Context: an optimization exercise on an open-source flow, tuned for small area and a short achievable clock period. The choices shown serve that exercise and are no tape-out recipe.
The RTL was checked by simulation tests, not by an equivalence proof against the original design.
Power is estimated from default activity; no workload was simulated.

==> flow/design.v <==
module FPM(A, B, SUM, clk);
  input [31:0] A, B;
  input clk;
  output [31:0] SUM;
  wire       s0_sgn = A[31] ^ B[31];
  wire [7:0] s0_exp = A[30:23] + B[30:23] + 8'h81;
  wire n1 = A[1] & A[0];
  wire n2 = A[1] ^ A[0];
  wire n3 = A[2] & A[1];
  wire n4 = A[2] ^ A[1];
  wire n5 = A[3] & A[2];
  wire n6 = A[3] ^ A[2];
  wire n7 = A[4] & A[3];
  wire n8 = A[4] ^ A[3];
  wire n9 = A[5] & A[4];
  wire n10 = A[5] ^ A[4];
  wire n11 = A[6] & A[5];
  wire n12 = A[6] ^ A[5];
  wire n13 = A[7] & A[6];
  wire n14 = A[7] ^ A[6];
  wire n15 = A[8] & A[7];
  wire n16 = A[8] ^ A[7];
  wire n17 = A[9] & A[8];
  wire n18 = A[9] ^ A[8];
  wire n19 = A[10] & A[9];
  wire n20 = A[10] ^ A[9];
  wire n21 = A[11] & A[10];
  wire n22 = A[11] ^ A[10];
  wire n23 = A[12] & A[11];
  wire n24 = A[12] ^ A[11];
  wire n25 = A[13] & A[12];
  wire n26 = A[13] ^ A[12];
  wire n27 = A[14] & A[13];
  wire n28 = A[14] ^ A[13];
  wire n29 = A[15] & A[14];
  wire n30 = A[15] ^ A[14];
  wire n31 = A[16] & A[15];
  wire n32 = A[16] ^ A[15];
  wire n33 = A[17] & A[16];
  wire n34 = A[17] ^ A[16];
  wire n35 = A[18] & A[17];
  wire n36 = A[18] ^ A[17];
  wire n37 = A[19] & A[18];
  wire n38 = A[19] ^ A[18];
  wire n39 = A[20] & A[19];
  wire n40 = A[20] ^ A[19];
  wire n41 = A[21] & A[20];
  wire n42 = A[21] ^ A[20];
  wire n43 = A[22] & A[21];
  wire n44 = A[22] ^ A[21];
  wire n45 = 1'b1 & A[22];
  wire n46 = 1'b1 ^ A[22];
  wire n47 = n1 | (n2 & 1'b0);
  wire n48 = n2 & A[0];
  wire n49 = n3 | (n4 & n1);
  wire n50 = n4 & n2;
  wire n51 = n5 | (n6 & n3);
  wire n52 = n6 & n4;
  wire n53 = n7 | (n8 & n5);
  wire n54 = n8 & n6;
  wire n55 = n9 | (n10 & n7);
  wire n56 = n10 & n8;
  wire n57 = n11 | (n12 & n9);
  wire n58 = n12 & n10;
  wire n59 = n13 | (n14 & n11);
  wire n60 = n14 & n12;
  wire n61 = n15 | (n16 & n13);
  wire n62 = n16 & n14;
  wire n63 = n17 | (n18 & n15);
  wire n64 = n18 & n16;
  wire n65 = n19 | (n20 & n17);
  wire n66 = n20 & n18;
  wire n67 = n21 | (n22 & n19);
  wire n68 = n22 & n20;
  wire n69 = n23 | (n24 & n21);
  wire n70 = n24 & n22;
  wire n71 = n25 | (n26 & n23);
  wire n72 = n26 & n24;
  wire n73 = n27 | (n28 & n25);
  wire n74 = n28 & n26;
  wire n75 = n29 | (n30 & n27);
  wire n76 = n30 & n28;
  wire n77 = n31 | (n32 & n29);
  wire n78 = n32 & n30;
  wire n79 = n33 | (n34 & n31);
  wire n80 = n34 & n32;
  wire n81 = n35 | (n36 & n33);
  wire n82 = n36 & n34;
  wire n83 = n37 | (n38 & n35);
  wire n84 = n38 & n36;
  wire n85 = n39 | (n40 & n37);
  wire n86 = n40 & n38;
  wire n87 = n41 | (n42 & n39);
  wire n88 = n42 & n40;
  wire n89 = n43 | (n44 & n41);
  wire n90 = n44 & n42;
  wire n91 = n45 | (n46 & n43);
  wire n92 = n46 & n44;
  wire n93 = 1'b0 | (1'b1 & n45);
  wire n94 = 1'b1 & n46;
  wire n95 = 1'b0 | (1'b0 & 1'b0);
  wire n96 = 1'b0 & 1'b1;
  wire n97 = n49 | (n50 & 1'b0);
  wire n98 = n50 & A[0];
  wire n99 = n51 | (n52 & n47);
  wire n100 = n52 & n48;
  wire n101 = n53 | (n54 & n49);
  wire n102 = n54 & n50;
  wire n103 = n55 | (n56 & n51);
  wire n104 = n56 & n52;
  wire n105 = n57 | (n58 & n53);
  wire n106 = n58 & n54;
  wire n107 = n59 | (n60 & n55);
  wire n108 = n60 & n56;
  wire n109 = n61 | (n62 & n57);
  wire n110 = n62 & n58;
  wire n111 = n63 | (n64 & n59);
  wire n112 = n64 & n60;
  wire n113 = n65 | (n66 & n61);
  wire n114 = n66 & n62;
  wire n115 = n67 | (n68 & n63);
  wire n116 = n68 & n64;
  wire n117 = n69 | (n70 & n65);
  wire n118 = n70 & n66;
  wire n119 = n71 | (n72 & n67);
  wire n120 = n72 & n68;
  wire n121 = n73 | (n74 & n69);
  wire n122 = n74 & n70;
  wire n123 = n75 | (n76 & n71);
  wire n124 = n76 & n72;
  wire n125 = n77 | (n78 & n73);
  wire n126 = n78 & n74;
  wire n127 = n79 | (n80 & n75);
  wire n128 = n80 & n76;
  wire n129 = n81 | (n82 & n77);
  wire n130 = n82 & n78;
  wire n131 = n83 | (n84 & n79);
  wire n132 = n84 & n80;
  wire n133 = n85 | (n86 & n81);
  wire n134 = n86 & n82;
  wire n135 = n87 | (n88 & n83);
  wire n136 = n88 & n84;
  wire n137 = n89 | (n90 & n85);
  wire n138 = n90 & n86;
  wire n139 = n91 | (n92 & n87);
  wire n140 = n92 & n88;
  wire n141 = n93 | (n94 & n89);
  wire n142 = n94 & n90;
  wire n143 = n95 | (n96 & n91);
  wire n144 = n96 & n92;
  wire n145 = n101 | (n102 & 1'b0);
  wire n146 = n102 & A[0];
  wire n147 = n103 | (n104 & n47);
  wire n148 = n104 & n48;
  wire n149 = n105 | (n106 & n97);
  wire n150 = n106 & n98;
  wire n151 = n107 | (n108 & n99);
  wire n152 = n108 & n100;
  wire n153 = n109 | (n110 & n101);
  wire n154 = n110 & n102;
  wire n155 = n111 | (n112 & n103);
  wire n156 = n112 & n104;
  wire n157 = n113 | (n114 & n105);
  wire n158 = n114 & n106;
  wire n159 = n115 | (n116 & n107);
  wire n160 = n116 & n108;
  wire n161 = n117 | (n118 & n109);
  wire n162 = n118 & n110;
  wire n163 = n119 | (n120 & n111);
  wire n164 = n120 & n112;
  wire n165 = n121 | (n122 & n113);
  wire n166 = n122 & n114;
  wire n167 = n123 | (n124 & n115);
  wire n168 = n124 & n116;
  wire n169 = n125 | (n126 & n117);
  wire n170 = n126 & n118;
  wire n171 = n127 | (n128 & n119);
  wire n172 = n128 & n120;
  wire n173 = n129 | (n130 & n121);
  wire n174 = n130 & n122;
  wire n175 = n131 | (n132 & n123);
  wire n176 = n132 & n124;
  wire n177 = n133 | (n134 & n125);
  wire n178 = n134 & n126;
  wire n179 = n135 | (n136 & n127);
  wire n180 = n136 & n128;
  wire n181 = n137 | (n138 & n129);
  wire n182 = n138 & n130;
  wire n183 = n139 | (n140 & n131);
  wire n184 = n140 & n132;
  wire n185 = n141 | (n142 & n133);
  wire n186 = n142 & n134;
  wire n187 = n143 | (n144 & n135);
  wire n188 = n144 & n136;
  wire n189 = n153 | (n154 & 1'b0);
  wire n190 = n154 & A[0];
  wire n191 = n155 | (n156 & n47);
  wire n192 = n156 & n48;
  wire n193 = n157 | (n158 & n97);
  wire n194 = n158 & n98;
  wire n195 = n159 | (n160 & n99);
  wire n196 = n160 & n100;
  wire n197 = n161 | (n162 & n145);
  wire n198 = n162 & n146;
  wire n199 = n163 | (n164 & n147);
  wire n200 = n164 & n148;
  wire n201 = n165 | (n166 & n149);
  wire n202 = n166 & n150;
  wire n203 = n167 | (n168 & n151);
  wire n204 = n168 & n152;
  wire n205 = n169 | (n170 & n153);
  wire n206 = n170 & n154;
  wire n207 = n171 | (n172 & n155);
  wire n208 = n172 & n156;
  wire n209 = n173 | (n174 & n157);
  wire n210 = n174 & n158;
  wire n211 = n175 | (n176 & n159);
  wire n212 = n176 & n160;
  wire n213 = n177 | (n178 & n161);
  wire n214 = n178 & n162;
  wire n215 = n179 | (n180 & n163);
  wire n216 = n180 & n164;
  wire n217 = n181 | (n182 & n165);
  wire n218 = n182 & n166;
  wire n219 = n183 | (n184 & n167);
  wire n220 = n184 & n168;
  wire n221 = n185 | (n186 & n169);
  wire n222 = n186 & n170;
  wire n223 = n187 | (n188 & n171);
  wire n224 = n188 & n172;
  wire n225 = n205 | (n206 & 1'b0);
  wire n226 = n206 & A[0];
  wire n227 = n207 | (n208 & n47);
  wire n228 = n208 & n48;
  wire n229 = n209 | (n210 & n97);
  wire n230 = n210 & n98;
  wire n231 = n211 | (n212 & n99);
  wire n232 = n212 & n100;
  wire n233 = n213 | (n214 & n145);
  wire n234 = n214 & n146;
  wire n235 = n215 | (n216 & n147);
  wire n236 = n216 & n148;
  wire n237 = n217 | (n218 & n149);
  wire n238 = n218 & n150;
  wire n239 = n219 | (n220 & n151);
  wire n240 = n220 & n152;
  wire n241 = n221 | (n222 & n189);
  wire n242 = n222 & n190;
  wire n243 = n223 | (n224 & n191);
  wire n244 = n224 & n192;
  wire [25:0] s0_t3 = {(1'b0 ^ n241), (1'b1 ^ n239), (n46 ^ n237), (n44 ^ n235), (n42 ^ n233), (n40 ^ n231), (n38 ^ n229), (n36 ^ n227), (n34 ^ n225), (n32 ^ n203), (n30 ^ n201), (n28 ^ n199), (n26 ^ n197), (n24 ^ n195), (n22 ^ n193), (n20 ^ n191), (n18 ^ n189), (n16 ^ n151), (n14 ^ n149), (n12 ^ n147), (n10 ^ n145), (n8 ^ n99), (n6 ^ n97), (n4 ^ n47), (n2 ^ 1'b0), A[0]};
  wire [24:0] q = {1'b1, B[22:0], 1'b0};
  wire [7:0] s0_m1, s0_m2, s0_m3, s0_m4, s0_neg;
  genvar gi, gj;
  generate for (gi = 0; gi < 8; gi = gi + 1) begin : enc
    wire [3:0] g = q[3*gi+3:3*gi];
    assign s0_neg[gi] = g[3] & ~(g[2] & g[1] & g[0]);
    assign s0_m1[gi] = (g == 4'b0001) | (g == 4'b0010) | (g == 4'b1101) | (g == 4'b1110);
    assign s0_m2[gi] = (g == 4'b0011) | (g == 4'b0100) | (g == 4'b1011) | (g == 4'b1100);
    assign s0_m3[gi] = (g == 4'b0101) | (g == 4'b0110) | (g == 4'b1001) | (g == 4'b1010);
    assign s0_m4[gi] = (g == 4'b0111) | (g == 4'b1000);
  end endgenerate
  reg [22:0] r1_a;
  reg [25:1] r1_t3;
  reg [7:0]  r1_m1, r1_m2, r1_m3, r1_m4, r1_neg;
  reg        r1_sgn;
  reg [7:0]  r1_exp;
  always @(posedge clk) begin
    r1_a <= A[22:0]; r1_t3 <= s0_t3[25:1];
    r1_m1 <= s0_m1; r1_m2 <= s0_m2; r1_m3 <= s0_m3; r1_m4 <= s0_m4; r1_neg <= s0_neg;
    r1_sgn <= s0_sgn; r1_exp <= s0_exp;
  end
  wire [27:0] m1x = {3'b001, r1_a[22:0], 2'b00};      
  wire [25:0] m3x = {r1_t3, r1_a[0]};                   
  wire [25:0] pp [0:7];
  generate for (gi = 0; gi < 8; gi = gi + 1) begin : rw
    for (gj = 0; gj < 26; gj = gj + 1) begin : cl
      assign pp[gi][gj] = ((r1_m1[gi] & m1x[gj+2]) | (r1_m2[gi] & m1x[gj+1]) |
                           (r1_m3[gi] & m3x[gj]) | (r1_m4[gi] & m1x[gj])) ^ r1_neg[gi];
    end
  end endgenerate
  wire n245 = ~r1_neg[0];
  wire n246 = ~r1_neg[1];
  wire n247 = ~r1_neg[2];
  wire n248 = ~r1_neg[3];
  wire n249 = ~r1_neg[4];
  wire n250 = ~r1_neg[5];
  wire n251 = ~r1_neg[6];
  wire n252 = ~r1_neg[7];
  wire n253 = ~r1_neg[0];
  wire n254 = ~r1_neg[0];
  wire n255 = ~r1_neg[0];
  wire n256, n257;
  fpm_fa un256 (r1_neg[1], pp[0][3], pp[1][0], n256, n257);
  wire n258, n259;
  fpm_fa un258 (r1_neg[2], pp[0][6], pp[1][3], n258, n259);
  wire n260, n261;
  fpm_fa un260 (pp[0][7], pp[1][4], pp[2][1], n260, n261);
  wire n262, n263;
  fpm_fa un262 (pp[0][8], pp[1][5], pp[2][2], n262, n263);
  wire n264, n265;
  fpm_fa un264 (r1_neg[3], pp[0][9], pp[1][6], n264, n265);
  wire n266, n267;
  fpm_fa un266 (pp[0][10], pp[1][7], pp[2][4], n266, n267);
  wire n268, n269;
  fpm_fa un268 (pp[0][11], pp[1][8], pp[2][5], n268, n269);
  wire n270, n271;
  fpm_fa un270 (r1_neg[4], pp[0][12], pp[1][9], n270, n271);
  wire n272, n273;
  fpm_fa un272 (pp[2][6], pp[3][3], pp[4][0], n272, n273);
  wire n274, n275;
  fpm_fa un274 (pp[0][13], pp[1][10], pp[2][7], n274, n275);
  wire n276, n277;
  fpm_fa un276 (pp[0][14], pp[1][11], pp[2][8], n276, n277);
  wire n278, n279;
  fpm_fa un278 (r1_neg[5], pp[0][15], pp[1][12], n278, n279);
  wire n280, n281;
  fpm_fa un280 (pp[2][9], pp[3][6], pp[4][3], n280, n281);
  wire n282, n283;
  fpm_fa un282 (pp[0][16], pp[1][13], pp[2][10], n282, n283);
  wire n284, n285;
  fpm_fa un284 (pp[3][7], pp[4][4], pp[5][1], n284, n285);
  wire n286, n287;
  fpm_fa un286 (pp[0][17], pp[1][14], pp[2][11], n286, n287);
  wire n288, n289;
  fpm_fa un288 (pp[3][8], pp[4][5], pp[5][2], n288, n289);
  wire n290, n291;
  fpm_fa un290 (r1_neg[6], pp[0][18], pp[1][15], n290, n291);
  wire n292, n293;
  fpm_fa un292 (pp[2][12], pp[3][9], pp[4][6], n292, n293);
  wire n294, n295;
  fpm_fa un294 (pp[0][19], pp[1][16], pp[2][13], n294, n295);
  wire n296, n297;
  fpm_fa un296 (pp[3][10], pp[4][7], pp[5][4], n296, n297);
  wire n298, n299;
  fpm_fa un298 (pp[0][20], pp[1][17], pp[2][14], n298, n299);
  wire n300, n301;
  fpm_fa un300 (pp[3][11], pp[4][8], pp[5][5], n300, n301);
  wire n302, n303;
  fpm_fa un302 (r1_neg[7], pp[0][21], pp[1][18], n302, n303);
  wire n304, n305;
  fpm_fa un304 (pp[2][15], pp[3][12], pp[4][9], n304, n305);
  wire n306, n307;
  fpm_fa un306 (pp[5][6], pp[6][3], pp[7][0], n306, n307);
  wire n308, n309;
  fpm_fa un308 (pp[0][22], pp[1][19], pp[2][16], n308, n309);
  wire n310, n311;
  fpm_fa un310 (pp[3][13], pp[4][10], pp[5][7], n310, n311);
  wire n312, n313;
  fpm_ha hn312 (pp[6][4], pp[7][1], n312, n313);
  wire n314, n315;
  fpm_fa un314 (pp[0][23], pp[1][20], pp[2][17], n314, n315);
  wire n316, n317;
  fpm_fa un316 (pp[3][14], pp[4][11], pp[5][8], n316, n317);
  wire n318, n319;
  fpm_ha hn318 (pp[6][5], pp[7][2], n318, n319);
  wire n320, n321;
  fpm_fa un320 (r1_a[0], pp[0][24], pp[1][21], n320, n321);
  wire n322, n323;
  fpm_fa un322 (pp[2][18], pp[3][15], pp[4][12], n322, n323);
  wire n324, n325;
  fpm_fa un324 (pp[5][9], pp[6][6], pp[7][3], n324, n325);
  wire n326, n327;
  fpm_fa un326 (r1_a[1], pp[0][25], pp[1][22], n326, n327);
  wire n328, n329;
  fpm_fa un328 (pp[2][19], pp[3][16], pp[4][13], n328, n329);
  wire n330, n331;
  fpm_fa un330 (pp[5][10], pp[6][7], pp[7][4], n330, n331);
  wire n332, n333;
  fpm_fa un332 (r1_a[2], r1_neg[0], pp[1][23], n332, n333);
  wire n334, n335;
  fpm_fa un334 (pp[2][20], pp[3][17], pp[4][14], n334, n335);
  wire n336, n337;
  fpm_fa un336 (pp[5][11], pp[6][8], pp[7][5], n336, n337);
  wire n338, n339;
  fpm_fa un338 (r1_a[3], r1_neg[0], pp[1][24], n338, n339);
  wire n340, n341;
  fpm_fa un340 (pp[2][21], pp[3][18], pp[4][15], n340, n341);
  wire n342, n343;
  fpm_fa un342 (pp[5][12], pp[6][9], pp[7][6], n342, n343);
  wire n344, n345;
  fpm_fa un344 (r1_a[4], r1_neg[0], pp[1][25], n344, n345);
  wire n346, n347;
  fpm_fa un346 (pp[2][22], pp[3][19], pp[4][16], n346, n347);
  wire n348, n349;
  fpm_fa un348 (pp[5][13], pp[6][10], pp[7][7], n348, n349);
  wire n350, n351;
  fpm_fa un350 (r1_a[5], n246, n255, n350, n351);
  wire n352, n353;
  fpm_fa un352 (pp[2][23], pp[3][20], pp[4][17], n352, n353);
  wire n354, n355;
  fpm_fa un354 (pp[5][14], pp[6][11], pp[7][8], n354, n355);
  wire n356, n357;
  fpm_fa un356 (r1_a[6], 1'b1, pp[2][24], n356, n357);
  wire n358, n359;
  fpm_fa un358 (pp[3][21], pp[4][18], pp[5][15], n358, n359);
  wire n360, n361;
  fpm_ha hn360 (pp[6][12], pp[7][9], n360, n361);
  wire n362, n363;
  fpm_fa un362 (r1_a[7], 1'b1, pp[2][25], n362, n363);
  wire n364, n365;
  fpm_fa un364 (pp[3][22], pp[4][19], pp[5][16], n364, n365);
  wire n366, n367;
  fpm_ha hn366 (pp[6][13], pp[7][10], n366, n367);
  wire n368, n369;
  fpm_fa un368 (r1_a[8], n247, pp[3][23], n368, n369);
  wire n370, n371;
  fpm_fa un370 (pp[4][20], pp[5][17], pp[6][14], n370, n371);
  wire n372, n373;
  fpm_fa un372 (r1_a[9], 1'b1, pp[3][24], n372, n373);
  wire n374, n375;
  fpm_fa un374 (pp[4][21], pp[5][18], pp[6][15], n374, n375);
  wire n376, n377;
  fpm_fa un376 (r1_a[10], 1'b1, pp[3][25], n376, n377);
  wire n378, n379;
  fpm_fa un378 (pp[4][22], pp[5][19], pp[6][16], n378, n379);
  wire n380, n381;
  fpm_fa un380 (r1_a[11], n248, pp[4][23], n380, n381);
  wire n382, n383;
  fpm_fa un382 (pp[5][20], pp[6][17], pp[7][14], n382, n383);
  wire n384, n385;
  fpm_fa un384 (r1_a[12], 1'b1, pp[4][24], n384, n385);
  wire n386, n387;
  fpm_fa un386 (pp[5][21], pp[6][18], pp[7][15], n386, n387);
  wire n388, n389;
  fpm_fa un388 (r1_a[13], 1'b1, pp[4][25], n388, n389);
  wire n390, n391;
  fpm_fa un390 (pp[5][22], pp[6][19], pp[7][16], n390, n391);
  wire n392, n393;
  fpm_fa un392 (r1_a[14], n249, pp[5][23], n392, n393);
  wire n394, n395;
  fpm_fa un394 (r1_a[15], 1'b1, pp[5][24], n394, n395);
  wire n396, n397;
  fpm_fa un396 (r1_a[16], 1'b1, pp[5][25], n396, n397);
  wire n398, n399;
  fpm_fa un398 (r1_a[17], n250, pp[6][23], n398, n399);
  wire n400, n401;
  fpm_fa un400 (r1_a[18], 1'b1, pp[6][24], n400, n401);
  wire n402, n403;
  fpm_fa un402 (r1_a[19], 1'b1, pp[6][25], n402, n403);
  wire n404, n405;
  fpm_fa un404 (r1_a[20], n251, pp[7][23], n404, n405);
  wire n406, n407;
  fpm_fa un406 (r1_a[21], 1'b1, pp[7][24], n406, n407);
  wire n408, n409;
  fpm_fa un408 (r1_a[22], 1'b1, pp[7][25], n408, n409);
  wire n410, n411;
  fpm_ha hn410 (pp[3][4], pp[4][1], n410, n411);
  wire n412, n413;
  fpm_ha hn412 (pp[3][5], pp[4][2], n412, n413);
  wire n414, n415;
  fpm_ha hn414 (pp[5][3], pp[6][0], n414, n415);
  wire n416, n417;
  fpm_ha hn416 (pp[6][20], pp[7][17], n416, n417);
  wire n418, n419;
  fpm_ha hn418 (pp[6][21], pp[7][18], n418, n419);
  wire n420, n421;
  fpm_ha hn420 (pp[6][22], pp[7][19], n420, n421);
  wire n422 = r1_neg[0] & pp[0][0];
  wire n423 = r1_neg[0] | pp[0][0];
  wire n424 = 1'b0 | (pp[0][1] & n422);
  reg [186:0] r2_m;
  reg        r2_sgn;
  reg [7:0]  r2_exp;
  always @(posedge clk) begin
    r2_m <= {n409, r1_neg[7], n408, n407, n406, n405, n404, n403, n402, n401, pp[7][22], n400, n399, pp[7][21], n398, n397, n421, pp[7][20], n396, n395, n420, n419, n394, n393, n418, n417, n392, n391, n389, n416, n390, n388, n387, n385, n386, n384, n383, n381, n382, n380, n379, n377, n378, n376, n375, n373, pp[7][13], n374, n372, n371, n369, pp[7][12], n370, n368, n365, n363, n367, pp[7][11], n364, n362, n359, n357, n366, n361, n358, n356, n355, n353, n360, n351, n354, n352, n349, n347, n345, n350, n348, n346, n344, n343, n341, n339, n342, n340, n338, n337, n335, n333, n336, n334, n332, n331, n329, n327, n330, n328, n326, n325, n323, n321, n324, n322, n320, n317, n315, n319, n316, n314, n311, n309, n318, n313, n310, n308, n307, n305, n303, n312, n306, n304, n302, n301, n299, n300, n298, n297, n295, pp[6][2], n296, n294, n293, n291, n415, pp[6][1], n292, n290, n289, n287, n414, n288, n286, n285, n283, n284, n282, n281, n279, n280, n278, n277, n413, pp[5][0], n276, n275, n412, n411, n274, n273, n271, n410, n272, n270, n269, n268, n267, pp[3][2], n266, n265, pp[3][1], n264, n263, pp[3][0], pp[2][3], n262, n261, n260, n259, n258, pp[2][0], pp[1][2], pp[0][5], n257, pp[1][1], pp[0][4], n256, n424, pp[0][2]};
    r2_sgn <= r1_sgn; r2_exp <= r1_exp;
  end
  wire n426, n427;
  fpm_fa un426 (r2_m[3], r2_m[4], r2_m[5], n426, n427);
  wire n428, n429;
  fpm_fa un428 (r2_m[14], r2_m[15], r2_m[16], n428, n429);
  wire n430, n431;
  fpm_fa un430 (r2_m[18], r2_m[19], r2_m[20], n430, n431);
  wire n432, n433;
  fpm_fa un432 (r2_m[21], r2_m[22], r2_m[23], n432, n433);
  wire n434, n435;
  fpm_fa un434 (r2_m[24], r2_m[25], r2_m[26], n434, n435);
  wire n436, n437;
  fpm_fa un436 (r2_m[27], r2_m[28], r2_m[29], n436, n437);
  wire n438, n439;
  fpm_fa un438 (r2_m[31], r2_m[32], r2_m[33], n438, n439);
  wire n440, n441;
  fpm_fa un440 (r2_m[35], r2_m[36], r2_m[37], n440, n441);
  wire n442, n443;
  fpm_fa un442 (r2_m[40], r2_m[41], r2_m[42], n442, n443);
  wire n444, n445;
  fpm_fa un444 (r2_m[44], r2_m[45], r2_m[46], n444, n445);
  wire n446, n447;
  fpm_fa un446 (r2_m[48], r2_m[49], r2_m[50], n446, n447);
  wire n448, n449;
  fpm_fa un448 (r2_m[53], r2_m[54], r2_m[55], n448, n449);
  wire n450, n451;
  fpm_fa un450 (r2_m[56], r2_m[57], r2_m[58], n450, n451);
  wire n452, n453;
  fpm_fa un452 (r2_m[59], r2_m[60], r2_m[61], n452, n453);
  wire n454, n455;
  fpm_ha hn454 (r2_m[62], r2_m[63], n454, n455);
  wire n456, n457;
  fpm_fa un456 (r2_m[64], r2_m[65], r2_m[66], n456, n457);
  wire n458, n459;
  fpm_ha hn458 (r2_m[67], r2_m[68], n458, n459);
  wire n460, n461;
  fpm_fa un460 (r2_m[69], r2_m[70], r2_m[71], n460, n461);
  wire n462, n463;
  fpm_fa un462 (r2_m[72], r2_m[73], r2_m[74], n462, n463);
  wire n464, n465;
  fpm_fa un464 (r2_m[75], r2_m[76], r2_m[77], n464, n465);
  wire n466, n467;
  fpm_fa un466 (r2_m[78], r2_m[79], r2_m[80], n466, n467);
  wire n468, n469;
  fpm_fa un468 (r2_m[81], r2_m[82], r2_m[83], n468, n469);
  wire n470, n471;
  fpm_fa un470 (r2_m[84], r2_m[85], r2_m[86], n470, n471);
  wire n472, n473;
  fpm_fa un472 (r2_m[87], r2_m[88], r2_m[89], n472, n473);
  wire n474, n475;
  fpm_fa un474 (r2_m[90], r2_m[91], r2_m[92], n474, n475);
  wire n476, n477;
  fpm_fa un476 (r2_m[93], r2_m[94], r2_m[95], n476, n477);
  wire n478, n479;
  fpm_fa un478 (r2_m[96], r2_m[97], r2_m[98], n478, n479);
  wire n480, n481;
  fpm_fa un480 (r2_m[99], r2_m[100], r2_m[101], n480, n481);
  wire n482, n483;
  fpm_fa un482 (r2_m[102], r2_m[103], r2_m[104], n482, n483);
  wire n484, n485;
  fpm_fa un484 (r2_m[105], r2_m[106], r2_m[107], n484, n485);
  wire n486, n487;
  fpm_fa un486 (r2_m[108], r2_m[109], r2_m[110], n486, n487);
  wire n488, n489;
  fpm_fa un488 (r2_m[111], r2_m[112], r2_m[113], n488, n489);
  wire n490, n491;
  fpm_fa un490 (r2_m[114], r2_m[115], r2_m[116], n490, n491);
  wire n492, n493;
  fpm_fa un492 (r2_m[117], r2_m[118], r2_m[119], n492, n493);
  wire n494, n495;
  fpm_fa un494 (r2_m[120], r2_m[121], r2_m[122], n494, n495);
  wire n496, n497;
  fpm_fa un496 (r2_m[123], r2_m[124], r2_m[125], n496, n497);
  wire n498, n499;
  fpm_fa un498 (r2_m[126], r2_m[127], r2_m[128], n498, n499);
  wire n500, n501;
  fpm_fa un500 (r2_m[129], r2_m[130], r2_m[131], n500, n501);
  wire n502, n503;
  fpm_fa un502 (r2_m[132], r2_m[133], r2_m[134], n502, n503);
  wire n504, n505;
  fpm_fa un504 (r2_m[135], r2_m[136], r2_m[137], n504, n505);
  wire n506, n507;
  fpm_ha hn506 (r2_m[138], r2_m[139], n506, n507);
  wire n508, n509;
  fpm_fa un508 (r2_m[140], r2_m[141], r2_m[142], n508, n509);
  wire n510, n511;
  fpm_ha hn510 (r2_m[143], r2_m[144], n510, n511);
  wire n512, n513;
  fpm_fa un512 (r2_m[145], r2_m[146], r2_m[147], n512, n513);
  wire n514, n515;
  fpm_fa un514 (r2_m[149], r2_m[150], r2_m[151], n514, n515);
  wire n516, n517;
  fpm_fa un516 (r2_m[153], r2_m[154], r2_m[155], n516, n517);
  wire n518, n519;
  fpm_fa un518 (r2_m[157], r2_m[158], r2_m[159], n518, n519);
  wire n520, n521;
  fpm_fa un520 (r2_m[161], r2_m[162], r2_m[163], n520, n521);
  wire n522, n523;
  fpm_fa un522 (r2_m[165], r2_m[166], r2_m[167], n522, n523);
  wire n524, n525;
  fpm_fa un524 (r2_m[169], r2_m[170], r2_m[171], n524, n525);
  wire n526, n527;
  fpm_fa un526 (r2_m[173], r2_m[174], r2_m[175], n526, n527);
  wire n528, n529;
  fpm_fa un528 (r2_m[176], r2_m[177], r2_m[178], n528, n529);
  wire n530, n531;
  fpm_fa un530 (r2_m[6], r2_m[7], n427, n530, n531);
  wire n532, n533;
  fpm_fa un532 (r2_m[30], n435, n436, n532, n533);
  wire n534, n535;
  fpm_fa un534 (r2_m[34], n437, n438, n534, n535);
  wire n536, n537;
  fpm_fa un536 (r2_m[38], r2_m[39], n439, n536, n537);
  wire n538, n539;
  fpm_fa un538 (r2_m[43], n441, n442, n538, n539);
  wire n540, n541;
  fpm_fa un540 (r2_m[47], n443, n444, n540, n541);
  wire n542, n543;
  fpm_fa un542 (r2_m[51], r2_m[52], n445, n542, n543);
  wire n544, n545;
  fpm_fa un544 (n447, n448, n450, n544, n545);
  wire n546, n547;
  fpm_fa un546 (n454, n449, n451, n546, n547);
  wire n548, n549;
  fpm_fa un548 (n455, n458, n453, n548, n549);
  wire n550, n551;
  fpm_fa un550 (n459, n457, n460, n550, n551);
  wire n552, n553;
  fpm_fa un552 (n461, n463, n464, n552, n553);
  wire n554, n555;
  fpm_fa un554 (n465, n467, n468, n554, n555);
  wire n556, n557;
  fpm_fa un556 (n469, n471, n472, n556, n557);
  wire n558, n559;
  fpm_fa un558 (n473, n475, n476, n558, n559);
  wire n560, n561;
  fpm_fa un560 (n477, n479, n480, n560, n561);
  wire n562, n563;
  fpm_fa un562 (n481, n483, n484, n562, n563);
  wire n564, n565;
  fpm_fa un564 (n485, n487, n488, n564, n565);
  wire n566, n567;
  fpm_fa un566 (n489, n491, n492, n566, n567);
  wire n568, n569;
  fpm_fa un568 (n493, n495, n496, n568, n569);
  wire n570, n571;
  fpm_fa un570 (n497, n499, n500, n570, n571);
  wire n572, n573;
  fpm_fa un572 (n506, n501, n503, n572, n573);
  wire n574, n575;
  fpm_fa un574 (n507, n510, n505, n574, n575);
  wire n576, n577;
  fpm_fa un576 (r2_m[148], n511, n509, n576, n577);
  wire n578, n579;
  fpm_fa un578 (r2_m[152], n513, n514, n578, n579);
  wire n580, n581;
  fpm_fa un580 (r2_m[156], n515, n516, n580, n581);
  wire n582, n583;
  fpm_fa un582 (r2_m[160], n517, n518, n582, n583);
  wire n584, n585;
  fpm_fa un584 (r2_m[164], n519, n520, n584, n585);
  wire n586, n587;
  fpm_fa un586 (r2_m[168], n521, n522, n586, n587);
  wire n588, n589;
  fpm_fa un588 (r2_m[172], n523, n524, n588, n589);
  wire n590, n591;
  fpm_fa un590 (r2_m[179], r2_m[180], n529, n590, n591);
  wire n592, n593;
  fpm_fa un592 (r2_m[8], r2_m[9], n531, n592, n593);
  wire n594, n595;
  fpm_ha hn594 (r2_m[10], r2_m[11], n594, n595);
  wire n596, n597;
  fpm_ha hn596 (r2_m[12], r2_m[13], n596, n597);
  wire n598, n599;
  fpm_ha hn598 (r2_m[17], n428, n598, n599);
  wire n600, n601;
  fpm_ha hn600 (n429, n430, n600, n601);
  wire n602, n603;
  fpm_ha hn602 (n431, n432, n602, n603);
  wire n604, n605;
  fpm_ha hn604 (n433, n434, n604, n605);
  wire n606, n607;
  fpm_fa un606 (n440, n536, n535, n606, n607);
  wire n608, n609;
  fpm_ha hn608 (n537, n538, n608, n609);
  wire n610, n611;
  fpm_ha hn610 (n539, n540, n610, n611);
  wire n612, n613;
  fpm_fa un612 (n446, n542, n541, n612, n613);
  wire n614, n615;
  fpm_ha hn614 (n543, n544, n614, n615);
  wire n616, n617;
  fpm_fa un616 (n452, n546, n545, n616, n617);
  wire n618, n619;
  fpm_fa un618 (n456, n547, n548, n618, n619);
  wire n620, n621;
  fpm_fa un620 (n462, n549, n550, n620, n621);
  wire n622, n623;
  fpm_fa un622 (n466, n551, n552, n622, n623);
  wire n624, n625;
  fpm_fa un624 (n470, n553, n554, n624, n625);
  wire n626, n627;
  fpm_fa un626 (n474, n555, n556, n626, n627);
  wire n628, n629;
  fpm_fa un628 (n478, n557, n558, n628, n629);
  wire n630, n631;
  fpm_fa un630 (n482, n559, n560, n630, n631);
  wire n632, n633;
  fpm_fa un632 (n486, n561, n562, n632, n633);
  wire n634, n635;
  fpm_fa un634 (n490, n563, n564, n634, n635);
  wire n636, n637;
  fpm_fa un636 (n494, n565, n566, n636, n637);
  wire n638, n639;
  fpm_fa un638 (n498, n567, n568, n638, n639);
  wire n640, n641;
  fpm_fa un640 (n502, n569, n570, n640, n641);
  wire n642, n643;
  fpm_fa un642 (n504, n572, n571, n642, n643);
  wire n644, n645;
  fpm_fa un644 (n508, n573, n574, n644, n645);
  wire n646, n647;
  fpm_fa un646 (n512, n575, n576, n646, n647);
  wire n648, n649;
  fpm_ha hn648 (n577, n578, n648, n649);
  wire n650, n651;
  fpm_ha hn650 (n579, n580, n650, n651);
  wire n652, n653;
  fpm_ha hn652 (n581, n582, n652, n653);
  wire n654, n655;
  fpm_ha hn654 (n583, n584, n654, n655);
  wire n656, n657;
  fpm_ha hn656 (n585, n586, n656, n657);
  wire n658, n659;
  fpm_ha hn658 (n587, n588, n658, n659);
  wire n660, n661;
  fpm_fa un660 (n525, n526, n589, n660, n661);
  wire n662, n663;
  fpm_ha hn662 (n527, n528, n662, n663);
  wire n664, n665;
  fpm_fa un664 (r2_m[181], r2_m[182], n591, n664, n665);
  wire n666, n667;
  fpm_ha hn666 (r2_m[183], r2_m[184], n666, n667);
  wire n668, n669;
  fpm_ha hn668 (r2_m[185], r2_m[186], n668, n669);
  wire n670 = r2_m[0] & r2_m[1];
  wire n671 = r2_m[0] | r2_m[1];
  wire n672 = 1'b0 | (r2_m[2] & n670);
  wire n674 = 1'b0 | (n426 & n672);
  reg [82:0] r3_m;
  reg        r3_sgn;
  reg [7:0]  r3_exp;
  always @(posedge clk) begin
    r3_m <= {n668, n667, n665, n666, n664, n590, n663, n661, n662, n660, n659, n658, n657, n656, n655, n654, n653, n652, n651, n650, n649, n647, n648, n646, n645, n644, n643, n641, n642, n640, n639, n638, n637, n636, n635, n634, n633, n632, n631, n630, n629, n628, n627, n626, n625, n624, n623, n622, n621, n620, n619, n618, n617, n616, n615, n613, n614, n612, n611, n610, n609, n607, n608, n606, n534, n533, n532, n605, n604, n603, n602, n601, n600, n599, n598, n597, n596, n595, n593, n594, n592, n674, n530};
    r3_sgn <= r2_sgn; r3_exp <= r2_exp;
  end
  wire [47:0] n676 = {r3_m[81], r3_m[79], r3_m[78], r3_m[76], r3_m[74], r3_m[72], r3_m[70], r3_m[68], r3_m[66], r3_m[64], r3_m[62], r3_m[60], r3_m[58], r3_m[56], r3_m[54], r3_m[52], r3_m[50], r3_m[48], r3_m[46], r3_m[44], r3_m[42], r3_m[40], r3_m[38], r3_m[36], r3_m[34], r3_m[32], r3_m[30], r3_m[28], r3_m[26], r3_m[24], r3_m[22], r3_m[20], r3_m[19], r3_m[17], r3_m[15], r3_m[13], r3_m[11], r3_m[9], r3_m[7], r3_m[5], r3_m[3], r3_m[2], r3_m[0], 1'b0, 1'b0, 1'b0, 1'b0, 1'b0};
  wire [47:0] n677 = {r3_m[82], r3_m[80], 1'b0, r3_m[77], r3_m[75], r3_m[73], r3_m[71], r3_m[69], r3_m[67], r3_m[65], r3_m[63], r3_m[61], r3_m[59], r3_m[57], r3_m[55], r3_m[53], r3_m[51], r3_m[49], r3_m[47], r3_m[45], r3_m[43], r3_m[41], r3_m[39], r3_m[37], r3_m[35], r3_m[33], r3_m[31], r3_m[29], r3_m[27], r3_m[25], r3_m[23], r3_m[21], 1'b0, r3_m[18], r3_m[16], r3_m[14], r3_m[12], r3_m[10], r3_m[8], r3_m[6], r3_m[4], 1'b0, r3_m[1], 1'b0, 1'b0, 1'b0, 1'b0, 1'b0};
  wire [2:0] n678 = {1'b0, n676[6:5]} + {1'b0, n677[6:5]};
  wire [8:0] n679 = {1'b0, n676[14:7]} + {1'b0, n677[14:7]};
  wire [8:0] n680 = {1'b0, n676[22:15]} + {1'b0, n677[22:15]};
  wire [6:0] n681 = {1'b0, n676[28:23]} + {1'b0, n677[28:23]};
  wire [6:0] n682 = {1'b0, n676[34:29]} + {1'b0, n677[34:29]};
  wire [6:0] n683 = {1'b0, n676[40:35]} + {1'b0, n677[40:35]};
  wire [7:0] n684 = {1'b0, n676[47:41]} + {1'b0, n677[47:41]};
  reg r4_lg0;
  reg r4_lg1;
  reg r4_lp1;
  reg r4_lg2;
  reg r4_lp2;
  reg [5:0] r4_us0;
  reg r4_ug0;
  reg r4_up0;
  reg [5:0] r4_us1;
  reg r4_ug1;
  reg r4_up1;
  reg [5:0] r4_us2;
  reg r4_ug2;
  reg r4_up2;
  reg [6:0] r4_us3;
  reg r4_ug3;
  reg r4_up3;
  reg        r4_sgn;
  reg [7:0]  r4_exp;
  always @(posedge clk) begin
    r4_lg0 <= n678[2];
    r4_lg1 <= n679[8];
    r4_lp1 <= &(n676[14:7] | n677[14:7]);
    r4_lg2 <= n680[8];
    r4_lp2 <= &(n676[22:15] | n677[22:15]);
    r4_us0 <= n681[5:0];
    r4_ug0 <= n681[6];
    r4_up0 <= &(n676[28:23] | n677[28:23]);
    r4_us1 <= n682[5:0];
    r4_ug1 <= n682[6];
    r4_up1 <= &(n676[34:29] | n677[34:29]);
    r4_us2 <= n683[5:0];
    r4_ug2 <= n683[6];
    r4_up2 <= &(n676[40:35] | n677[40:35]);
    r4_us3 <= n684[6:0];
    r4_ug3 <= n684[7];
    r4_up3 <= &(n676[47:41] | n677[47:41]);
    r4_sgn <= r3_sgn; r4_exp <= r3_exp;
  end
  wire n685 = r4_lg1 | (r4_lp1 & r4_lg0);
  wire n686 = r4_lg2 | (r4_lp2 & n685);
  wire [5:0] n687;
  assign n687[0] = 1'b1;
  assign n687[1] = &r4_us0[0:0];
  assign n687[2] = &r4_us0[1:0];
  assign n687[3] = &r4_us0[2:0];
  assign n687[4] = &r4_us0[3:0];
  assign n687[5] = &r4_us0[4:0];
  wire [5:0] n688 = r4_us0 ^ ({6{n686}} & n687);
  wire n689 = r4_ug0 | (r4_up0 & n686);
  wire [5:0] n690;
  assign n690[0] = 1'b1;
  assign n690[1] = &r4_us1[0:0];
  assign n690[2] = &r4_us1[1:0];
  assign n690[3] = &r4_us1[2:0];
  assign n690[4] = &r4_us1[3:0];
  assign n690[5] = &r4_us1[4:0];
  wire [5:0] n691 = r4_us1 ^ ({6{n689}} & n690);
  wire n692 = r4_ug1 | (r4_up1 & n689);
  wire [5:0] n693;
  assign n693[0] = 1'b1;
  assign n693[1] = &r4_us2[0:0];
  assign n693[2] = &r4_us2[1:0];
  assign n693[3] = &r4_us2[2:0];
  assign n693[4] = &r4_us2[3:0];
  assign n693[5] = &r4_us2[4:0];
  wire [5:0] n694 = r4_us2 ^ ({6{n692}} & n693);
  wire n695 = r4_ug2 | (r4_up2 & n692);
  wire [6:0] n696;
  assign n696[0] = 1'b1;
  assign n696[1] = &r4_us3[0:0];
  assign n696[2] = &r4_us3[1:0];
  assign n696[3] = &r4_us3[2:0];
  assign n696[4] = &r4_us3[3:0];
  assign n696[5] = &r4_us3[4:0];
  assign n696[6] = &r4_us3[5:0];
  wire [6:0] n697 = r4_us3 ^ ({7{n695}} & n696);
  wire n698 = r4_ug3 | (r4_up3 & n695);
  wire [24:0] n699 = {n697, n694, n691, n688};
  reg [24:0] r5_p;
  reg        r5_sgn;
  reg [7:0]  r5_exp;
  always @(posedge clk) begin
    r5_p <= n699;
    r5_sgn <= r4_sgn; r5_exp <= r4_exp;
  end
  wire [31:0] n700 = {r5_sgn, r5_exp + {7'd0, r5_p[24]}, r5_p[24] ? r5_p[23:1] : r5_p[22:0]};
  reg [31:0] r6_o;
  always @(posedge clk) r6_o <= n700;
  reg [31:0] r7_o;
  always @(posedge clk) r7_o <= r6_o;
  reg [31:0] r8_o;
  always @(posedge clk) r8_o <= r7_o;
  reg [31:0] r9_o;
  always @(posedge clk) r9_o <= r8_o;
  reg [31:0] r10_o;
  always @(posedge clk) r10_o <= r9_o;
  assign SUM = r10_o;
endmodule
module fpm_fa(a, b, c, s, co);
  input a, b, c;
  output s, co;
  assign s = a ^ b ^ c;
  assign co = (a & b) | (a & c) | (b & c);
endmodule
module fpm_ha(a, b, s, co);
  input a, b;
  output s, co;
  assign s = a ^ b;
  assign co = a & b;
endmodule
==> flow/run.sh <==
#!/bin/bash
# synth_recipe.tcl (not shown) runs the flow's synth.tcl, then flattens the netlist and writes it again
# the make line also repeats each setting of config.mk as NAME=value (left out here)
make -C /OpenROAD-flow-scripts/flow DESIGN_CONFIG=/design/flow/config.mk WORK_HOME=/design/flow/orfs CLKGATE_MAP_FILE= SYNTH_SCRIPT=/design/flow/synth_recipe.tcl finish
==> flow/config.mk <==
export PLATFORM = sky130hd
export DESIGN_NAME = FPM
export DESIGN_NICKNAME = FPM
export VERILOG_FILES = /design/flow/design.v
export SDC_FILE = /design/flow/constraint.sdc
export NUM_CORES = 4
export LEC_CHECK = 0
export ABC_AREA = 1
export CAP_MARGIN = 20
export CORE_MARGIN = 2
export CORE_UTILIZATION = 55
export CTS_CLUSTER_DIAMETER = 100
export CTS_CLUSTER_SIZE = 32
export SETUP_SLACK_MARGIN = 0.95
export SLEW_MARGIN = 20
export SYNTH_HIERARCHICAL = 1
export SYNTH_MINIMUM_KEEP_SIZE = 0
==> flow/constraint.sdc <==
create_clock -name core_clock -period 3.0 [get_ports {clk}]
set_input_delay 0.6000 -clock core_clock [delete_from_list [all_inputs] [get_ports {clk}]]
set_output_delay 0.6000 -clock core_clock [all_outputs]
set_load 0.01 [all_outputs]
==> results of run 1 <==
## per-layer routing
layer,GRT usage (%),share of wire [%],vias up
met1,37.73,42,9034
met5,0,0.087,-
li1,-,-,8419
met3,7.357,9.8,253
met4,13.01,5.0,4
met2,43.95,43,1047
## cells by family after synthesis
group,share of synthesized area [%]
mux,0.04097
buf+inv,6.919
flops,45.45
xor+xnor,8.604
simple gates,4.853
other cells,0.01364
fa+ha+maj,19.46
compound gates,14.66
## modules after synthesis, one instance, submodules excluded
module,cells inside,flip-flops and latches
fpm_ha,1,0
FPM,2234,624
fpm_fa,1,0
## placed cells by master, fill, tap and decap left out, types with 7 or more instances in the layout
master and count:
o21ai_0 47, ha_1 137, conb_1 12, o221ai_1 8
clkbuf_16 26, dfxtp_2 9, a221oi_1 93, nand4_1 9
a31oi_1 8, clkinv_2 8, xor2_1 246, o22ai_1 173
nand3_1 34, a21oi_1 72, o21bai_1 7, buf_6 8
nor2_1 71, buf_12 8, dfxtp_1 613, inv_4 19
inv_1 185, nor3_1 9, buf_4 88, a221oi_2 91
xnor2_1 20, clkdlybuf4s50_1 60, fa_1 173, nand2_1 164
dlygate4sd2_1 33
## power by group
part | internal [W] | total (W) | switching (W) | leakage (nW)
clock | 0.00162 | 0.00419 | 0.00256 | 0.365
sequential | 0.0117 | 0.0133 | 0.00165 | 5.26
combinational | 0.00438 | 0.00984 | 0.00546 | 7.26
## how the worst min path moves through the flow
stage | start | to | slack, ps | depth (start not counted)
after global routing | A[2] | r1_a[2] | 190 | 1
after floorplan | r9_o[0] | r10_o[0] | 310 | 0
after detailed placement | r9_o[15] | r10_o[15] | 310 | 0
after CTS | A[1] | r1_a[1] | 320 | 1
after global placement | r4_exp[4] | r5_exp[4] | 310 | 0
final | A[2] | r1_a[2] | 200 | 1
## layout make-up
| class | count | area (um2) | area share [%] |
|---|---|---|---|
| Timing Repair Buffer | 201 | 1856 | 6.130 |
| Sequential cell | 624 | 12510 | 41.33 |
| Clock inverter | 6 | 106.4 | 0.3513 |
| Multi-Input combinational cell | 1437 | 13390 | 44.22 |
| Timing Repair inverter | 1 | 5.005 | 0.01653 |
| Inverter | 224 | 930.9 | 3.075 |
| Clock buffer | 27 | 643.1 | 2.124 |
| Tap cell | 664 | 830.8 | 2.744 |
| Antenna cell | 1 | 2.502 | 0.008267 |
## metrics by stage
stage | cell area (um2) | hold WS (ps) | total power, W | utilization [%]
final | 30270 | 197.8 | 0.02736 | 61.59
after global routing | 30270 | 188.7 | 0.02953 | 61.58
after CTS | 29920 | 322.7 | 0.02746 | 60.86
after floorplan | 27530 | 309.6 | 0.01954 | -
after global placement | 28970 | 309.8 | 0.02307 | 58.93
after detailed placement | 28970 | 312.1 | 0.02339 | 58.93
## sequential cells by signal, indices dropped and copies added, names as in the netlist, 23 cells and up
register	count
r1_a	23
r2_m	187
r6_o	32
r9_o	32
r10_o	32
r8_o	32
r1_t3	25
r3_m	83
r7_o	32
r5_p	25
## what timing repair did
| action | CTS | global route |
|---|---|---|
| gates resized for setup | 66 | 77 |
| pin swaps | 2 | 8 |
| gates cloned | 1 | 1 |
| setup endpoints to repair | 123 | 59 |
| buffers inserted | 12 | 4 |
| hold buffers | 0 | 0 |
==> run summary, run 1 <==
layout filler cell count 4053; Crit-path slowest cell a221oi_1; final RePlAce weighted congestion 1.053; Worst slew margin 44.86%; CTS Sinks 624; Die Span Y 227.5 um; commonest cells in the netlist dfxtp_1 (624), xor2_1 (250), inv_1 (194); Area Overhead vs Synth 10.14%; CTS tree done; FFs w/ async S/R, synth 0%; die area 51780 um2; Worst-Skew Late Latency 630 ps; I/O Pins 97; DR DRC count 0; Total GRT Usage 28.49%; WL/cell 23.07 um; Primary FF master, synth dfxtp_1; Post-Syn Instances 2439; proportion of netlist area held by the largest area contributor 45.45%; Clock Tree Buf Depth 3; Fmax achieved 482.0 MHz; Req. time, crit path 3490 ps; HPWL Detailed 52.84 mm; worst r2r dst r2_m[156]; Clock Skew 34.46 ps; CP top delay family compound AO/OA/AOI/OAI gates; largest net degree at the start of global routing 47; Core Footprint 49150 um2; top cells by area, synth dfxtp_1 (45%), fa_1 (13%), xor2_1 (8.0%); Final Setup Violations 0; TritonCTS Buffers 25; PD cells 903.7 nW/um2; Synth warnings 7; crit path max fanout 18; IO Port Bufs 96; H-tree levels 1; critical path cell sequence clkinvlp_4, buf_12, o22ai_1, a221oi_1, xor2_1, fa_1; Critical path origin r1_m1[7]; nets 2899; routed wire length 73.48 mm; Startpoint Class register; first-pass GRT wire length 110.4 mm; RSZ-0062 raised after global routing false; Slew Limit Fails 0; clock-pin slew on the worst setup and hold paths 120 ps; count leader, synth dfxtp_1; Tcrit/Tclk final 69.15%; final instance count without filler cells 3185; share of cells above drive strength 1 12.86%; WP depth 6; vias in the first global route 18559; final setup TNS 0 ps; drt initial violations 1991; distinct cell type count after synthesis 47; status timing/DRC/antenna clean; Max VDD drop 486.8 uV; worst reg-to-reg setup slack 930 ps; leakage 12.89 nW; critical path endpoint category register; Root Driver clkbuf_16; TritonRoute pass-1 iters 7; Final Hold Vio Count 0; post-route ant nets 0; syn_area_per_cell 11.27 um2; pre-CTS setup slack 60.03 ps; worst r2r src r1_m1[7]; min setup slack post-route 925.5 ps; CP max stage delay 480 ps; register area share after synthesis 45.45%; Worst EP arrival 2560 ps; Worst setup endpoint r2_m[156]; GRT Residual Overflow 0; Synth area leader dfxtp_1; Buf/Inv on CP 2; Via density 5.889; Crit Path Class register to register; Final min period 2075 ps; # rows 81; worst r2r path cells 6; routed via count 18757; initial core utilization 55.92%; dpl cells 3133; Die X 227.5 um; Syn Std Cell Area 27490 um2; max_cap viols 0; Synth Register Bits 624; worst slew pin tran 826.0 ps; initial antenna violation count 4; EDFF count, synth 0; Hold Path Class input port to register
==> run 2: changes to the inputs <==
--- a/flow/config.mk
+++ b/flow/config.mk
@@ -6,5 +6,4 @@
 export NUM_CORES = 4
 export LEC_CHECK = 0
-export ABC_AREA = 1
 export CAP_MARGIN = 20
 export CORE_MARGIN = 2
==> run 2 against run 1 <==
First-iteration DRC count fell by 25%. Fmax increased by 2.7%. Still clean on timing, DRC and antenna. Synthesized area shrank 2.9%. Clock power fell by 5%. Setup slack gained 54 ps. Register-to-register slack improved by 60 ps. Routed wire length shrank 17%. Critical endpoint is now r1_t3[25]. Critical path depth up 3. Via count is 10% lower. Hold slack worse by 96 ps. Critical path type is now input port to register. Largest cell class unchanged. Sequential power about the same. Combinational power down 2.8%.
==> run summary, run 2 <==
status timing/DRC/antenna clean; final instance count without filler cells 2888; Worst slew margin 45.10%; CP max stage delay 340 ps; clock-pin slew on the worst setup and hold paths 120 ps; Root Driver clkbuf_16; final design utilization 61.47%; Slew Limit Fails 0; critical path cell sequence dlygate4sd2_1, ha_4, a21o_1, a31o_1, a41oi_2, a21boi_2, a221oi_4, o21ba_1, o211ai_1; initial antenna violation count 2; max_cap viols 0; syn_area_per_cell 12.03 um2; Largest Register r2_m; Final Setup Violations 0; total power draw 0.02699 W; simple-gate share of the synthesized area 3.018%; fraction of the mapped netlist area in adder cells 20.03%; crit path max fanout 5; Hold Path Class input port to register; Synth Area in XOR/XNOR 9.414%; routed wire length 60.73 mm; leakage 11.95 nW; TritonRoute pass-1 iters 8; Synth warnings 7; placed instance area 28600 um2; Final Hold Vio Count 0; routed via count 16854; # rows 80; vias in the first global route 16914; Req. time, crit path 3490 ps; drt initial violations 1496; Post-Syn Instances 2220; top cells by area, synth dfxtp_1 (47%), fa_1 (13%), xnor2_1 (8.6%); initial core utilization 55.81%; Worst EP arrival 2510 ps; commonest cells in the netlist dfxtp_1 (624), xnor2_1 (263), fa_1 (179); FFs w/ async S/R, synth 0%; Area Overhead vs Synth 10.15%; Clock Skew 22.61 ps; CP top delay family compound AO/OA/AOI/OAI gates; distinct cell type count after synthesis 61; Max VDD drop 591.4 uV; Final min period 2020 ps; post-synthesis compound-gate area fraction 15.71%; Startpoint Class input port; H-tree levels 1; hold_buf cts 0; layout filler cell count 3889; most common cell after layout, fill and taps aside dfxtp_1; TritonCTS Buffers 24; EDFF count, synth 0; DR DRC count 0; final RePlAce weighted congestion 0.8855; die area 50320 um2; Tcrit/Tclk final 67.35%; Die X 224.3 um; Crit-path slowest cell a221oi_4; RSZ-0062 raised after global routing true; dpl cells 2851; largest family of logic cells by synthesized area adder cells; max reg flops 187; CTS tree done; count leader, synth dfxtp_1; CTS Sinks 624; commonest cells after routing, fill and taps aside dfxtp_1 (605), xnor2_1 (263), fa_1 (177), a221oi_1 (176), a22o_1 (168); GRT Residual Overflow 0; Die Span Y 224.3 um; Largest regs r2_m: 187 flops, r3_m: 83 flops; I/O Pins 97; Worst-Skew Late Latency 600 ps; register area share after synthesis 46.79%; Core Footprint 47850 um2; Via density 5.836; HPWL Detailed 42.42 mm; Clock Tree Buf Depth 3; WL/cell 21.03 um; PD cells 917.6 nW/um2; Primary FF master, synth dfxtp_1; post-route cell area 29410 um2; critical path endpoint category register; final setup TNS 0 ps; nets 2654; post-synthesis mux area share 0.9700%; Buf/Inv on CP 1; share of cells above drive strength 1 8.671%; IO Port Bufs 96; Total GRT Usage 24.08%; Crit Path Class input port to register; largest net degree at the start of global routing 33; Synth area leader dfxtp_1; Fmax achieved 495.0 MHz; Syn Std Cell Area 26700 um2; post-route ant nets 0; Synth Register Bits 624; worst slew pin tran 822.4 ps; proportion of netlist area held by the largest area contributor 46.79%; first-pass GRT wire length 94.63 mm
run 2: changes by cell type after synthesis, moves of 126 or more:
cell / previous run / this run
xor2_1: 250 / 24
nand2_1: 165 / 36
clkbuf_1: 32 / 158
xnor2_1: 20 / 263
o22ai_1: 174 / 0
a22o_1: 0 / 168
run 2: layout make-up:
| class | instances | area [um2] | share of cell area, % |
|---|---|---|---|
| timing repair buffer | 190 | 1600 | 5.441 |
| clock inverter | 4 | 68.82 | 0.2340 |
| antenna | 1 | 2.502 | 0.008508 |
| tap | 615 | 769.5 | 2.616 |
| clock buffer | 25 | 614.3 | 2.089 |
| multi-input combinational | 1321 | 13430 | 45.68 |
| inverter | 108 | 405.4 | 1.378 |
| sequential | 624 | 12520 | 42.56 |
run 2: metal layers:
metal,vias up,global-route usage (%),part of all wire (%)
met5,-,0,0.030
met4,2,8.097,3.3
met3,159,5.434,8.6
met2,703,37.28,44
met1,8190,33.50,44
li1,7800,-,-
run 2: logic make-up (layout without fill, tap and decap cells):
logic type,after synthesis,count (layout)
xor gates and xnor gates,287,287
and+or+nand+nor,158,158
buffers and inverters,286,327
DFF,624,624
other,1,13
AOI/OAI and AO/OA,521,521
muxes,23,23
adders and majority gates,320,320
run 2: repair_timing:
| item | CTS | global route |
|---|---|---|
| endpoints found under the setup margin | 76 | 36 |
| pin swaps | 12 | 13 |
| gates resized for setup | 80 | 33 |
| setup buffers | 4 | 3 |
run 2: power by group:
| part | total (W) | internal [W] | switching [W] |
|---|---|---|---|
| Clock | 0.00400 | 0.00153 | 0.00247 |
| Sequential | 0.0134 | 0.0117 | 0.00170 |
| Combinational | 0.00956 | 0.00475 | 0.00482 |
| Total | 0.0270 | 0.0180 | 0.00898 |
run 2: per-module statistics from Yosys (local to each module, per instance):
| module | flops+latches | copies in the design | cells inside | cell area, um2 |
|---|---|---|---|---|
| FPM | 624 | 1 | 2015 | 22840 |
| fpm_fa | 0 | 173 | 1 | 20.02 |
| fpm_ha | 0 | 32 | 1 | 12.51 |
run 2: path summary, 6_finish.rpt:
path | start | endpoint | slack [ps] | cells past startpoint
setup / recovery | A[9] | r1_t3[25] | 980 | 9
hold / removal | A[0] | r1_a[0] | 100 | 1
setup reg to reg | r1_a[20] | r2_m[139] | 990 | 4
hold reg to reg | r9_o[16] | r10_o[16] | 330 | 0
run 2: per-stage QoR:
stage	hold WS [ps]	setup WS, ps
finish	102.0	979.6
global route	70.10	919.8
CTS	114.2	955.4
detailed placement	312.1	-154.6
global placement	310.3	-103.0
floorplan	309.6	610.0
==> run 3: changes to the inputs <==
==> flow/flow/run.sh (new file) <==
#!/bin/bash
# Layout: the standard ORFS flow (standard.sh, unchanged synthesis and
# steps), except that the buffers global placement puts on the input and
# output ports are plain buffers (buf_2, resized later as timing needs)
# instead of the delay cell buffer_ports picks by default.
set -euo pipefail
cd "$(dirname "$0")/.."
export BUFFER_PORTS_ARGS="-buffer_cell sky130_fd_sc_hd__buf_2"
bash standard.sh > standard_flow.log 2>&1
==> flow/standard.sh (new file) <==
#!/bin/bash
# synth_recipe.tcl (not shown) runs the flow's synth.tcl, then flattens the netlist and writes it again
# the make line also repeats each setting of config.mk as NAME=value (left out here)
make -C /OpenROAD-flow-scripts/flow DESIGN_CONFIG=/design/flow/config.mk WORK_HOME=/design/flow/orfs CLKGATE_MAP_FILE= SYNTH_SCRIPT=/design/flow/synth_recipe.tcl "${@:-finish}"
removed: flow/run.sh
==> run 3 against run 2 <==
Still clean. Die area is the same. Register-to-register slack is essentially flat. Design area shrank 1.6%. Total power grew 0.23%. Largest cell class unchanged.
==> run summary, run 3 <==
Startpoint Class input port; max reg flops 187; Hold Path Class input port to register; Core Footprint 47850 um2; FFs w/ async S/R, synth 0%; top cells by area, synth dfxtp_1 (47%), fa_1 (13%), xnor2_1 (8.6%); post-route ant nets 0; Final min period 2017 ps; placed instance area 28040 um2; Slew Limit Fails 0; routed via count 16920; Synth area leader dfxtp_1; DR DRC count 0; Largest Register r2_m; Clock Tree Buf Depth 3; post-route cell area 28940 um2; Die X 224.3 um; worst r2r dst r2_m[122]; share of cells above drive strength 1 12.20%; most common cell after layout, fill and taps aside dfxtp_1; distinct cell type count after synthesis 61; # rows 80; switching share of power 33.47%; RSZ-0062 raised after global routing true; Tcrit/Tclk final 67.24%; WL/cell 21.12 um; I/O Pins 97; GRT Residual Overflow 0; critical path cell sequence buf_8, ha_4, inv_2, fa_2, nor2b_2, o31a_1, buf_4, o21ai_2, o211a_1, o21bai_1, a21oi_1, xnor2_1; Root Driver clkbuf_16; Req. time, crit path 3490 ps; final setup TNS 0 ps; hold depth 1; commonest cells in the netlist dfxtp_1 (624), xnor2_1 (263), fa_1 (179); proportion of netlist area held by the largest area contributor 46.79%; status timing/DRC/antenna clean; IO Port Bufs 96; Worst EP arrival 2500 ps; commonest cells after routing, fill and taps aside dfxtp_1 (598), xnor2_1 (263), fa_1 (177), a221oi_1 (172), a22o_1 (168); Area Overhead vs Synth 8.379%; final design utilization 60.48%; Via density 5.877; worst reg-to-reg setup slack 990 ps; register area share after synthesis 46.79%; count leader, synth dfxtp_1; largest net degree at the start of global routing 33; final instance count without filler cells 2879; Syn Std Cell Area 26700 um2; Comb pwr share 35.1%; clock power share 15.1%; Buf/Inv on CP 3; initial antenna violation count 7; HPWL Detailed 42.81 mm; Psw 0.009054 W; Pint 0.01800 W; Crit Path Class input port to register; dpl cells 2841; Synth warnings 7; PD cells 934.7 nW/um2; Primary FF master, synth dfxtp_1; EDFF count, synth 0; initial core utilization 55.81%; routed wire length 60.80 mm; CTS Sinks 624; final RePlAce weighted congestion 0.9034; worst r2r src r1_m3[3]; syn_area_per_cell 12.03 um2; CP top delay family compound AO/OA/AOI/OAI gates; sequential power share 49.8%; first-pass GRT wire length 94.64 mm; WHS Endpoint r1_a[0]; worst slew pin tran 742.8 ps; crit path max fanout 4; worst hold path startpoint A[0]; Die Span Y 224.3 um; die area 50320 um2; Crit-path slowest cell fa_2; max_cap viols 0; Largest regs r2_m: 187 flops, r3_m: 83 flops; Final Hold Vio Count 0; Clock Skew 32.44 ps; TritonCTS Buffers 25; drt initial violations 1541; worst r2r path cells 5; TritonRoute pass-1 iters 6; clock-pin slew on the worst setup and hold paths 120 ps; Worst slew margin 50.41%; H-tree levels 1; leakage 11.86 nW; Post-Syn Instances 2220; Final Setup Violations 0; nets 2644; CP max stage delay 340 ps; Max VDD drop 503.0 uV; hold_buf cts 0; CTS tree done; Fmax achieved 495.8 MHz; critical path endpoint category register; Worst-Skew Late Latency 600 ps; vias in the first global route 16806; Total GRT Usage 24.01%; Synth Register Bits 624
==> run 3: cell counts after synthesis <==
Identical to the previous run, type by type.
==> run 3: area by class of cell <==
type                            instances  area, um2
Fill cell                            3935      18910
Multi-Input combinational cell       1321      13360
Sequential cell                       624      12520
Timing Repair Buffer                  179       1135
Tap cell                              615      769.5
Clock buffer                           26      639.4
Inverter                              108      405.4
Clock inverter                          4      97.59
Antenna cell                            2      5.005
==> run 3: worst max path at each step <==
stage          cells past startpoint   endpoint  startpoint  slack [ps]
2_1_floorplan                     10  r1_t3[23]        A[0]         610
3_3_place_gp                      11  r1_t3[23]        A[1]         250
3_5_place_dp                      11  r1_t3[23]        A[1]         160
4_1_cts                           11  r1_t3[23]        A[1]         900
5_1_grt                           11  r1_t3[25]        A[1]         910
6_report                          12  r1_t3[15]        A[1]         980
==> run 3: per-layer routing <==
metal	up-vias	wire length [um]	global-route usage, %
met2	720	26990	38.09
met3	137	4881	4.768
met5	-	37	0
met4	8	1724	7.840
met1	8262	27170	33.11
li1	7793	-	-
==> run 3: worst register-to-register path, delay by kind of cell (launching register included) <==
family	cells	cell delay, ps
AOI/OAI and AO/OA	2	560
xor gates and xnor gates	1	150
adders and majority gates	1	660
buffers and inverters	1	220
DFF	1	320
==> run 3: modules after synthesis, one instance, submodules excluded <==
module | cells | copies in the design | cell area, um2
FPM | 2015 | 1 | 22840
fpm_fa | 1 | 173 | 20.02
fpm_ha | 1 | 32 | 12.51
==> run 3: power by group through the flow <==
stage               clock network (W)  logic [W]  registers [W]
floorplan                           0    0.00680         0.0130
CTS                           0.00424    0.00966         0.0135
global route                  0.00452     0.0110         0.0138
global placement                    0    0.00930         0.0136
detailed placement                  0    0.00958         0.0137
finish                        0.00410    0.00948         0.0135
==> run 3: per-stage QoR <==
stage | worst slack, ps | total power, W | hold WS (ps)
floorplan | 610.0 | 0.01984 | 309.6
global placement | 248.5 | 0.02289 | 310.0
detailed placement | 157.5 | 0.02325 | 312.1
CTS | 904.8 | 0.02739 | 102.2
global route | 913.2 | 0.02938 | 89.88
finish | 982.9 | 0.02705 | 102.1
==> run 3: kinds of logic (layout without fill, tap and decap cells) <==
group | after synthesis | after routing | share of synthesized area (%)
fa+ha+maj | 320 | 320 | 20.03
other cells | 1 | 14 | 0.01404
compound gates | 521 | 521 | 15.71
buf+inv | 286 | 317 | 4.058
mux | 23 | 23 | 0.9700
xor+xnor | 287 | 287 | 9.414
simple gates | 158 | 158 | 3.018
flops | 624 | 624 | 46.79
==> run 3: repair_timing <==
action | in CTS | in global routing
endpoints found under the setup margin | 40 | 51
resized for setup | 12 | 31
setup buffers | 2 | 4
pin swaps | 2 | 10

re-timing with driven ports:
In the flow no input, the clock included, has a driving cell. The finished layouts below were timed again as built, in two steps.
Step 1 (the two cells are an assumption about what drives the block):
set clk [get_ports {clk}]
set_driving_cell -lib_cell sky130_fd_sc_hd__clkbuf_16 $clk
set_driving_cell -lib_cell sky130_fd_sc_hd__buf_2 [delete_from_list [all_inputs] $clk]
Step 2 adds t to the input delays and takes it off the output delays; t is the mean of the earliest and latest rising clock arrival at the registers after step 1. Input paths then give back, and output paths get back, about the clock's delay inside the block.
a / b / c = ideal ports / drivers / drivers and shift; a / b = the first two.
| run | t, ns | setup slack, ns | hold slack, ns | worst setup path after step 2 | slew at the worst register clock pin (ns) |
|---|---|---|---|---|---|
| run 1 | 0.672 | 0.925 / 0.925 / 0.355 | 0.198 / 0.156 / 0.328 | input to register | 0.12 / 0.12 |
| run 2 | 0.653 | 0.980 / 0.993 / 0.371 | 0.102 / 0.079 / 0.330 | input to register | 0.12 / 0.12 |
| run 3 | 0.643 | 0.983 / 0.993 / 0.350 | 0.102 / 0.079 / 0.332 | input to register | 0.12 / 0.12 |
After both steps setup and hold are still met in every run listed. The setup slack of run 3, which loses most, moves by +0.010 ns with the drivers and by -0.633 ns with both steps.
